This is an optimization exercise on Yosys and OpenROAD, whose aim is small area and a short achievable clock period, not a production implementation. Function was checked by simulation only, so behaviour that the tests miss may differ from the original. No activity file was given, so power comes from the tool's default toggle rates.

### design/flow/design.v
module adder #(parameter N = 64)
					(input logic [N-1:0] a, b,
					output logic [N-1:0] y);
	assign y = a + b;
endmodule
module mux2 #(parameter N = 64)
				(input logic [N-1:0] d0, d1,
				input logic s,
				output logic [N-1:0] y);
	assign y = s ? d1 : d0;
endmodule
module flopr
				#(parameter N = 64)  
				(input logic clk,
				 input logic reset,
				 input logic [N-1:0] d,
				 output logic [N-1:0] q);
always_ff @(posedge clk, posedge reset)
if (reset) q <= 4'b0;
else q <= d;
endmodule
module sl2 #(parameter N = 64)
				(input logic [N-1:0] a,					
				output logic [N-1:0] y);
	assign y[0] = 1'b0;
	assign y[1] = 1'b0;
	assign y[63:2] = a[61:0];
endmodule
module signext (input logic [31:0] a,
					 output logic [63:0] y);
	always_comb
	casez(a[31:21])
		11'b111_1100_0010: y= { {56{a[20]}}, a[19:12]};
		11'b111_1100_0000: y= {{56{a[20]}}, a[19:12]};		
		11'b101_1010_0???: y= {{46{a[23]}}, a[22:5]};		
		default:y = 64'b0;
	endcase
endmodule
module alu (input logic [63:0] a,
				input logic [63:0] b,
				input logic [3:0] ALUControl,
				output logic [63:0] result,
				output logic zero);
	always_comb
		begin
			casez(ALUControl)
				4'b0000: result = a & b;
				4'b0001: result = a | b;
				4'b0010: result = a + b;
				4'b0110: result = a - b;
				4'b0111: result = b;
				4'b1100: result = ~(a | b);
				default: result = 64'b0;
			endcase
			if (result === 64'b0) zero = 1;
			else zero = 0;
		end
endmodule
module aludec (input  logic [10:0] funct,  
					input  logic [1:0]  aluop,  
					output logic [3:0] alucontrol);  				
	always_comb
		if (aluop == 2'b00) alucontrol = 4'b0010;			 
		else if (aluop == 2'b01) alucontrol = 4'b0111; 	 
		else if((aluop == 2'b10)  & (funct == 11'b10001011000)) alucontrol = 4'b0010;	 
		else if((aluop == 2'b10)  & (funct == 11'b11001011000)) alucontrol = 4'b0110;	 
		else if((aluop == 2'b10)  & (funct == 11'b10001010000)) alucontrol = 4'b0000;	 
		else if((aluop == 2'b10)  & (funct == 11'b10101010000)) alucontrol = 4'b0001;	 
		else alucontrol = 4'b0000;
endmodule
module maindec (input logic [10:0] Op,
					 output logic Reg2Loc, ALUSrc, MemtoReg, RegWrite, MemRead, MemWrite, Branch,
					 output logic [1:0] ALUOp);
		always_comb
		begin
			casez(Op)
			11'b100_0101_1000,11'b110_0101_1000,11'b100_0101_0000,11'b101_0101_0000: begin
				{ Reg2Loc, ALUSrc, MemtoReg, RegWrite, MemRead, MemWrite, Branch, ALUOp } = 9'b000100010;
			end
			11'b111_1100_0010 : { Reg2Loc, ALUSrc, MemtoReg, RegWrite, MemRead, MemWrite, Branch, ALUOp } = 9'b011110000;
			11'b111_1100_0000 : { Reg2Loc, ALUSrc, MemtoReg, RegWrite, MemRead, MemWrite, Branch, ALUOp } = 9'b110001000;
			11'b101_1010_0??? : { Reg2Loc, ALUSrc, MemtoReg, RegWrite, MemRead, MemWrite, Branch, ALUOp } = 9'b100000101;
			default: { Reg2Loc, ALUSrc, MemtoReg, RegWrite, MemRead, MemWrite, Branch, ALUOp } = 9'b0;
			endcase
		end
endmodule
module controller(input logic [10:0] instr,
						output logic [3:0] AluControl,						
						output logic reg2loc, regWrite, AluSrc, Branch,
											memtoReg, memRead, memWrite);
	logic [1:0] AluOp_s;
	maindec 	decPpal 	(.Op(instr), 
							.Reg2Loc(reg2loc), 
							.ALUSrc(AluSrc), 
							.MemtoReg(memtoReg), 
							.RegWrite(regWrite), 
							.MemRead(memRead), 
							.MemWrite(memWrite), 
							.Branch(Branch), 
							.ALUOp(AluOp_s));	
	aludec 	decAlu 	(.funct(instr), 
							.aluop(AluOp_s), 
							.alucontrol(AluControl));
endmodule
module regfile (input logic clk, we3,
					 input logic [4:0] ra1, ra2, wa3,
					 input logic [63:0] wd3,
					 output logic [63:0] rd1, rd2);
	logic [63:0] regs [31];
	assign rd1 = (wa3==ra1 && (we3 && wa3 != 31)) ? wd3 : (ra1 == 5'd31) ? 64'b0 : regs[ra1];
	assign rd2 = (wa3==ra2 && (we3 && wa3 != 31)) ? wd3 : (ra2 == 5'd31) ? 64'b0 : regs[ra2];
	always_ff @(posedge clk)
	begin
		if(we3 && (wa3 != 31)) regs[wa3] <= wd3;
	end
endmodule
module fetch #(parameter N = 64)
					(input logic PCSrc_F, clk, reset,
					input logic [N-1:0] PCBranch_F,
					output logic [N-1:0] imem_addr_F);
	logic [63:0] result_adder;
	logic [63:0] pc_final;
	adder Add (.a(imem_addr_F), .b(64'b100), .y(result_adder));
	mux2 MUX (.d0(result_adder), .d1(PCBranch_F), .s(PCSrc_F), .y(pc_final));
	flopr PC (.clk(clk), .reset(reset), .d(pc_final), .q(imem_addr_F));
endmodule
module decode #(parameter N = 64)
					(input logic regWrite_D, reg2loc_D, clk,
					input logic [N-1:0] writeData3_D,
					input logic [31:0] instr_D,
					output logic [N-1:0] signImm_D, readData1_D, readData2_D, 
					input logic [4:0] wa3_D);  
	logic [4:0] ra2;			
	mux2 	#(5) 	ra2mux	(.d0(instr_D[20:16]), .d1(instr_D[4:0]), .s(reg2loc_D), .y(ra2));
	regfile 		registers(.clk(clk), .we3(regWrite_D), .ra1(instr_D[9:5]), .ra2(ra2), .wa3(wa3_D), 
								 .wd3(writeData3_D), .rd1(readData1_D), .rd2(readData2_D));
	signext 		ext		(.a(instr_D), .y(signImm_D));	
endmodule
module execute #(parameter N = 64)    (
													input logic AluSrc,
                                       input logic [3:0] AluControl,
                                       input logic [63:0] PC_E, signImm_E, readData1_E, readData2_E,
                                       output logic [63:0] PCBranch_E, aluResult_E, writeData_E,
                                       output logic zero_E);
    logic [N-1:0] Sl2ToAdd, MuxToALU;             
    mux2     #(N)        MUX            (.d0(readData2_E), .d1(signImm_E), .s(AluSrc), .y(MuxToALU));
    adder #(N)        Add            (.a(Sl2ToAdd), .b(PC_E), .y(PCBranch_E));
    sl2     #(N)        ShiftLeft2    (.a(signImm_E), .y(Sl2ToAdd));
    alu                 ALU            (.a(readData1_E), .b(MuxToALU), .ALUControl(AluControl), .result(aluResult_E), .zero(zero_E));
    assign writeData_E = readData2_E;
endmodule
module memory 	(input logic Branch_M, zero_M,					
					output logic PCSrc_M);
	assign PCSrc_M = Branch_M & zero_M;
endmodule
module writeback #(parameter N = 64)
					(input logic [N-1:0] aluResult_W, DM_readData_W,
					input logic memtoReg,
					output logic [N-1:0] writeData3_W);					
	mux2 #(64) MtoRmux (.d0(aluResult_W), .d1(DM_readData_W), .s(memtoReg), .y(writeData3_W));
endmodule
module datapath #(parameter N = 64)
					(input logic reset, clk,
					input logic reg2loc,									
					input logic AluSrc,
					input logic [3:0] AluControl,
					input logic	Branch,
					input logic memRead,
					input logic memWrite,
					input logic regWrite,	
					input logic memtoReg,									
					input logic [31:0] IM_readData,
					input logic [N-1:0] DM_readData,
					output logic [N-1:0] IM_addr, DM_addr, DM_writeData,
					output logic DM_writeEnable, DM_readEnable );					
	logic PCSrc;
	logic [N-1:0] PCBranch_E, aluResult_E, writeData_E, writeData3; 
	logic [N-1:0] signImm_D, readData1_D, readData2_D;
	logic zero_E;
	logic [95:0] qIF_ID;
	logic [270:0] qID_EX;
	logic [202:0] qEX_MEM;
	logic [134:0] qMEM_WB;
	fetch 	#(64) 	FETCH 	(.PCSrc_F(PCSrc),
										.clk(clk),
										.reset(reset),
										.PCBranch_F(qEX_MEM[197:134]),
										.imem_addr_F(IM_addr));								
	flopr 	#(96)		IF_ID 	(.clk(clk),
										.reset(reset), 
										.d({IM_addr, IM_readData}),
										.q(qIF_ID));
	decode 	#(64) 	DECODE 	(.regWrite_D(qMEM_WB[134]),
										.reg2loc_D(reg2loc), 
										.clk(clk),
										.writeData3_D(writeData3),
										.instr_D(qIF_ID[31:0]), 
										.signImm_D(signImm_D), 
										.readData1_D(readData1_D),
										.readData2_D(readData2_D),
										.wa3_D(qMEM_WB[4:0]));				
	flopr 	#(271)	ID_EX 	(.clk(clk),
										.reset(reset), 
										.d({AluSrc, AluControl, Branch, memRead, memWrite, regWrite, memtoReg,	
											qIF_ID[95:32], signImm_D, readData1_D, readData2_D, qIF_ID[4:0]}),
										.q(qID_EX));	
	execute 	#(64) 	EXECUTE 	(.AluSrc(qID_EX[270]),
										.AluControl(qID_EX[269:266]),
										.PC_E(qID_EX[260:197]), 
										.signImm_E(qID_EX[196:133]), 
										.readData1_E(qID_EX[132:69]), 
										.readData2_E(qID_EX[68:5]), 
										.PCBranch_E(PCBranch_E), 
										.aluResult_E(aluResult_E), 
										.writeData_E(writeData_E), 
										.zero_E(zero_E));											
	flopr 	#(203)	EX_MEM 	(.clk(clk),
										.reset(reset), 
										.d({qID_EX[265:261], PCBranch_E, zero_E, aluResult_E, writeData_E, qID_EX[4:0]}),
										.q(qEX_MEM));	
	memory				MEMORY	(.Branch_M(qEX_MEM[202]), 
										.zero_M(qEX_MEM[133]), 
										.PCSrc_M(PCSrc));
	assign DM_writeData = qEX_MEM[68:5];
	assign DM_addr = qEX_MEM[132:69];
	assign DM_writeEnable = qEX_MEM[200];
	assign DM_readEnable = qEX_MEM[201];
	flopr 	#(135)	MEM_WB 	(.clk(clk),
										.reset(reset), 
										.d({qEX_MEM[199:198], qEX_MEM[132:69],	DM_readData, qEX_MEM[4:0]}),
										.q(qMEM_WB));
	writeback #(64) 	WRITEBACK (.aluResult_W(qMEM_WB[132:69]), 
										.DM_readData_W(qMEM_WB[68:5]), 
										.memtoReg(qMEM_WB[133]), 
										.writeData3_W(writeData3));		
endmodule
module processor_arm #(parameter N = 64)
							(input logic CLOCK_50, reset,
							output logic [N-1:0] IM_addr,
							input logic [31:0] IM_readData,
							output logic [N-1:0] DM_writeData, DM_addr,
							output logic DM_writeEnable, DM_readEnable,
							input logic [N-1:0] DM_readData);
	logic [31:0] q;
	logic [3:0] AluControl;
	logic reg2loc, regWrite, AluSrc, Branch, memtoReg, memRead, memWrite;
	logic [10:0] instr;
	assign q = IM_readData;
	controller 		c 			(.instr(instr),
									.AluControl(AluControl),
									.reg2loc(reg2loc),
									.regWrite(regWrite),
									.AluSrc(AluSrc),
									.Branch(Branch),
									.memtoReg(memtoReg),
									.memRead(memRead),
									.memWrite(memWrite));
	datapath #(64) dp 		(.reset(reset),
									.clk(CLOCK_50),
									.reg2loc(reg2loc),
									.AluSrc(AluSrc),
									.AluControl(AluControl),
									.Branch(Branch),
									.memRead(memRead),
									.memWrite(memWrite),
									.regWrite(regWrite),
									.memtoReg(memtoReg),
									.IM_readData(q),
									.DM_readData(DM_readData),
									.IM_addr(IM_addr),
									.DM_addr(DM_addr),
									.DM_writeData(DM_writeData),
									.DM_writeEnable(DM_writeEnable),
									.DM_readEnable(DM_readEnable));
	flopr #(11)		IF_ID_TOP(.clk(CLOCK_50),
									.reset(reset),
									.d(q[31:21]),
									.q(instr));
endmodule
### design/flow/run.sh
#!/bin/bash
# synth_recipe.tcl (not shown) runs the flow's synth.tcl, then flattens the netlist and writes it again
# the make line also repeats each setting of config.mk as NAME=value (left out here)
make -C /OpenROAD-flow-scripts/flow DESIGN_CONFIG=/design/flow/config.mk WORK_HOME=/design/flow/orfs CLKGATE_MAP_FILE= SYNTH_SCRIPT=/design/flow/synth_recipe.tcl finish
### design/flow/config.mk
export PLATFORM = sky130hd
export DESIGN_NAME = processor_arm
export DESIGN_NICKNAME = processor_arm
export VERILOG_FILES = /design/flow/design.v
export SDC_FILE = /design/flow/constraint.sdc
export NUM_CORES = 4
export LEC_CHECK = 0
export CAP_MARGIN = 20
export CORE_MARGIN = 2
export CORE_UTILIZATION = 40
export SLEW_MARGIN = 20
### design/flow/constraint.sdc
create_clock -name core_clock -period 7.0 [get_ports {CLOCK_50}]
set_input_delay 1.4000 -clock core_clock [delete_from_list [all_inputs] [get_ports {CLOCK_50}]]
set_output_delay 1.4000 -clock core_clock [all_outputs]
set_load 0.01 [all_outputs]
==> impl_metrics.csv <==
group,metric,value,unit
clock_tree,clk_pin_slew,0.06,ns
worst_setup_path,regToRegSetupSlack,0.24,ns
worst_setup_path,path_max_fanout,5,
drt,vias,92600,
synth,syn-num-nets,10600,
cells_and_area,final_nets,10700,
power,ir_worst_vdd,0.223,mV
floorplan,die_h,571,um
floorplan,ios,292,
cells_and_area,post-route-cell-area,147000,um2
clock_tree,clock_sinks,2705,
floorplan,initial_core_util,40.2,%
synth,ys_types,95,
status,outcome,"finished clean",
timing,finalHoldViolCount,0,
run,maxCapViolCount,0,
timing,tightest_slew,1.26,ns
drt,drc,0,
clock_tree,tritoncts,"built",
synth,syn-cell-area,129000,um2
timing,fin_skew,0.0454,ns
clock_tree,cts_root_buf,"clkbuf_16",
power,powerDensity,292,nW/um2
global_routing,antenna_found_initial,43,
placed_design,gp_congestion,0.919,
drt,drt-wirelength-per-cell,30.2,um
worst_setup_path,crit_path_end,"dp.EX_MEM.q[133]",
synth,synth_seq_area_share,60.3,%
worst_setup_path,r2r.worst_path.cells,26,
global_routing,grt.total_usage,27.1,%
clock_tree,cts-hold-fix-buffers,0,
synth,synth_flop_cell,"edfxtp_1",
power,p_leak,53.8,nW
worst_setup_path,arrival,7.54,ns
floorplan,core_region_area,321000,um2
placed_design,portBuffers,291,
placed_design,placed_cell_area,137000,um2
synth,synth_cells,10400,
worst_setup_path,r2r_end,"dp.EX_MEM.q[133]",
timing,maxSlewViolCount,0,
synth,async_flop_share,26.7,%
floorplan,die_w,571,um
cells_and_area,drive_gt1_share,14.8,%
cells_and_area,nFillCells,28400,
floorplan,row_count,208,
synth,yosys_warnings,11,
timing,post-route-period-util,96.5,%
synth,synth_edf_count,1984,
synth,avgSynthCellArea,12.4,um2
worst_setup_path,endpoint_kind,"flop",
worst_setup_path,critical_path_class,"flop to flop",
drt,antenna_left,0,
global_routing,overflow,0,
global_routing,grt_max_degree,158,
worst_setup_path,crit_required,7.79,ns
drt,firstDrtPassIters,7,
worst_setup_path,r2r-start,"dp.ID_EX.q[270]",
drt,wl,453,mm
worst_setup_path,worstSetupStartpoint,"dp.ID_EX.q[270]",
clock_tree,cts_buffer_depth,4,
timing,setup_violations,0,
timing,period_minus_slack,6.76,ns
global_routing,grt_first_pass_wirelength,646,mm
drt,avgViaCountPerCell,6.17,
synth,ys_ff_latch,2705,
worst_setup_path,cp-start-kind,"flop",
global_routing,grt_pass1_vias,90800,
placed_design,dp.final_hpwl,272,mm
clock_tree,clk_latency,0.88,ns
timing,max_slew_margin,13.6,%
floorplan,die-area,326000,um2
cells_and_area,syn2layout_area_growth,14.4,%
clock_tree,h-tree-depth,5,
timing,tns,0,ns
drt,drt_iter0_markers,12000,
clock_tree,numCtsBuffers,288,
timing,fmax,148,MHz
hold_path,min_path_type,"flop to flop",
==> critical path, stage by stage, from the launching register on <==
cell and delay [ns]:
dfrtp_2 0.43, buf_4 0.15, buf_4 0.15, nor3_1 0.24, o21ai_2 0.12, nor4_4 0.33
or4b_4 0.56, a211o_4 0.33, nor3b_4 0.25, nand3b_1 0.13, and3_4 0.20, o21ai_2 0.12
buf_4 0.14, o21ai_1 0.08, ha_1 0.38, nand4_1 0.16, or3_4 0.38, or3_4 0.44
a311oi_4 0.32, nor3_4 0.12, a22o_4 0.29, xnor2_2 0.14, o221ai_2 0.12, or3_4 0.41
nor4_4 0.26, nand4b_1 0.16, nor4_2 0.26
==> state kept, by name, summed over array words and instances, names as in the netlist <==
register / count
IF_ID_TOP.q: 10
dp.DECODE.registers.regs: 1984
dp.EX_MEM.q: 202
dp.FETCH.PC.q: 64
dp.ID_EX.q: 224
dp.IF_ID.q: 86
dp.MEM_WB.q: 135
==> report_power, final <==
part,leakage [nW],total (mW),switching [mW],internal (mW)
Combinational,22.4,7.61,5.33,2.28
Sequential,26.8,20.1,0.489,19.6
Clock,4.58,15.4,6.46,8.91
Total,53.8,43.0,12.3,30.8
==> worst min path at each step <==
stage / start / slack (ns) / end / depth (start not counted)
5_1_grt: dp.IF_ID.q[38] / 0.35 / dp.ID_EX.q[203] / 0
4_1_cts: dp.EX_MEM.q[3] / 0.33 / dp.MEM_WB.q[3] / 0
2_1_floorplan: dp.ID_EX.q[0] / 0.33 / dp.EX_MEM.q[0] / 0
6_report: dp.EX_MEM.q[3] / 0.33 / dp.MEM_WB.q[3] / 0
3_5_place_dp: dp.IF_ID.q[38] / 0.33 / dp.ID_EX.q[203] / 0
3_3_place_gp: dp.IF_ID.q[38] / 0.33 / dp.ID_EX.q[203] / 0
==> metrics by stage <==
stage	util, %	instances	hold slack, ns	power (mW)	setup WS (ns)
floorplan	-	10400	0.331	24.2	-4.28
global placement	42.8	14500	0.332	27.6	-0.592
detailed placement	42.8	14500	0.335	27.7	-0.534
CTS	45.8	15000	0.333	42.9	0.00757
global route	46.0	15000	0.349	44.4	-0.0316
finish	46.0	15000	0.333	43.0	0.243
==> area by class of cell <==
| type | instances | area, um2 | share of cell area [%] |
|---|---|---|---|
| Sequential cell | 2705 | 77600 | 52.7 |
| Multi-Input combinational cell | 6670 | 47700 | 32.4 |
| Clock buffer | 367 | 7860 | 5.33 |
| Timing Repair Buffer | 681 | 6750 | 4.58 |
| Tap cell | 4305 | 5390 | 3.66 |
| Clock inverter | 141 | 1430 | 0.971 |
| Inverter | 140 | 529 | 0.359 |
| Antenna cell | 9 | 22.5 | 0.0153 |
==> kinds of logic after synthesis <==
family | count (synthesis) | synth area share (%)
fa+ha+maj | 186 | 1.71
mux | 807 | 11.9
simple gates | 4000 | 13.6
compound gates | 1450 | 7.61
xor+xnor | 227 | 1.54
flops | 2705 | 60.3
buf+inv | 1011 | 3.40
==> Yosys cell counts, drive strengths merged (19+ instances only) <==
| cell type | count | area (um2) |
|---|---|---|
| ha | 128 | 1600 |
| nor3 | 67 | 345 |
| a21oi | 281 | 1410 |
| buf | 313 | 1760 |
| edfxtp | 1984 | 59600 |
| o21a | 25 | 188 |
| clkbuf | 558 | 2100 |
| nand2 | 2235 | 8390 |
| maj3 | 56 | 564 |
| o21ai | 263 | 1320 |
| dfrtp | 721 | 18000 |
| mux2i | 216 | 2160 |
| mux4 | 576 | 13000 |
| and2 | 19 | 119 |
| inv | 140 | 526 |
| a22oi | 73 | 548 |
| a2111oi | 23 | 201 |
| a311oi | 241 | 2110 |
| xor2 | 89 | 780 |
| and3 | 122 | 763 |
| a31oi | 144 | 907 |
| a21o | 122 | 916 |
| o22ai | 72 | 457 |
| or3 | 31 | 194 |
| xnor2 | 138 | 1210 |
| nor4 | 22 | 163 |
| o211ai | 33 | 248 |
| nor2 | 292 | 1100 |
| nand3 | 1045 | 5230 |
| nor2b | 19 | 119 |
| nand4 | 55 | 344 |
==> per-layer routing <==
layer | vias to the layer above | track usage [%] | routed length, um
met2 | 5613 | 41.6 | 204000
met1 | 46900 | 37.6 | 179000
met5 | - | 0 | 147
met3 | 1072 | 6.33 | 52100
met4 | 24 | 9.99 | 18000
li1 | 39000 | - | -
==> layout by cell type, fill, tap and decap left out, drive strengths merged, types with 26 or more instances in the layout <==
master,synthesis,final
nand3,1045,1045
maj3,56,56
nor3,67,67
nor2,292,292
dfrtp,721,721
clkdlybuf4s50,0,291
nand2,2235,2235
a22oi,73,73
o211ai,33,33
clkbuf,558,367
or3,31,31
o21ai,263,263
xnor2,138,138
xor2,89,89
o22ai,72,72
a311oi,241,241
a21oi,281,281
buf,313,390
inv,140,147
a21o,122,122
clkinv,0,104
edfxtp,1984,1984
bufinv,0,26
a31oi,144,144
and3,122,122
mux4,576,576
ha,128,128
nand4,55,55
mux2i,216,216
==> what timing repair did <==
action / CTS / global route
cloned: 0 / 0
resized for setup: 11 / 98
buffers inserted: 10 / 8
pin swaps: 5 / 34
endpoints found under the setup margin: 1 / 2

-- what the ideal ports hide --
The results above use ideal ports. As a check the final layout listed here was re-extracted and re-timed, cells and wires unchanged. Step 1 (the two cells are an assumption about what drives the block):
set clk [get_ports {CLOCK_50}]
set_driving_cell -lib_cell sky130_fd_sc_hd__clkbuf_16 $clk
set_driving_cell -lib_cell sky130_fd_sc_hd__buf_2 [delete_from_list [all_inputs] $clk]
Step 2 also shifts input and output timing later by t, the mid clock arrival at the registers, as if the neighbouring blocks saw the same clock. a / b / c = no drivers / after step 1 / after step 2; a / b = the first two.
t, ns: 0.965
setup slack, ns: 0.243 / 0.243 / 0.243
hold slack, ns: 0.333 / 0.333 / 0.333
After both steps setup and hold are still met in this run. For this run, drivers alone change the setup slack by 0.000 ns; drivers and shift together by 0.000 ns.
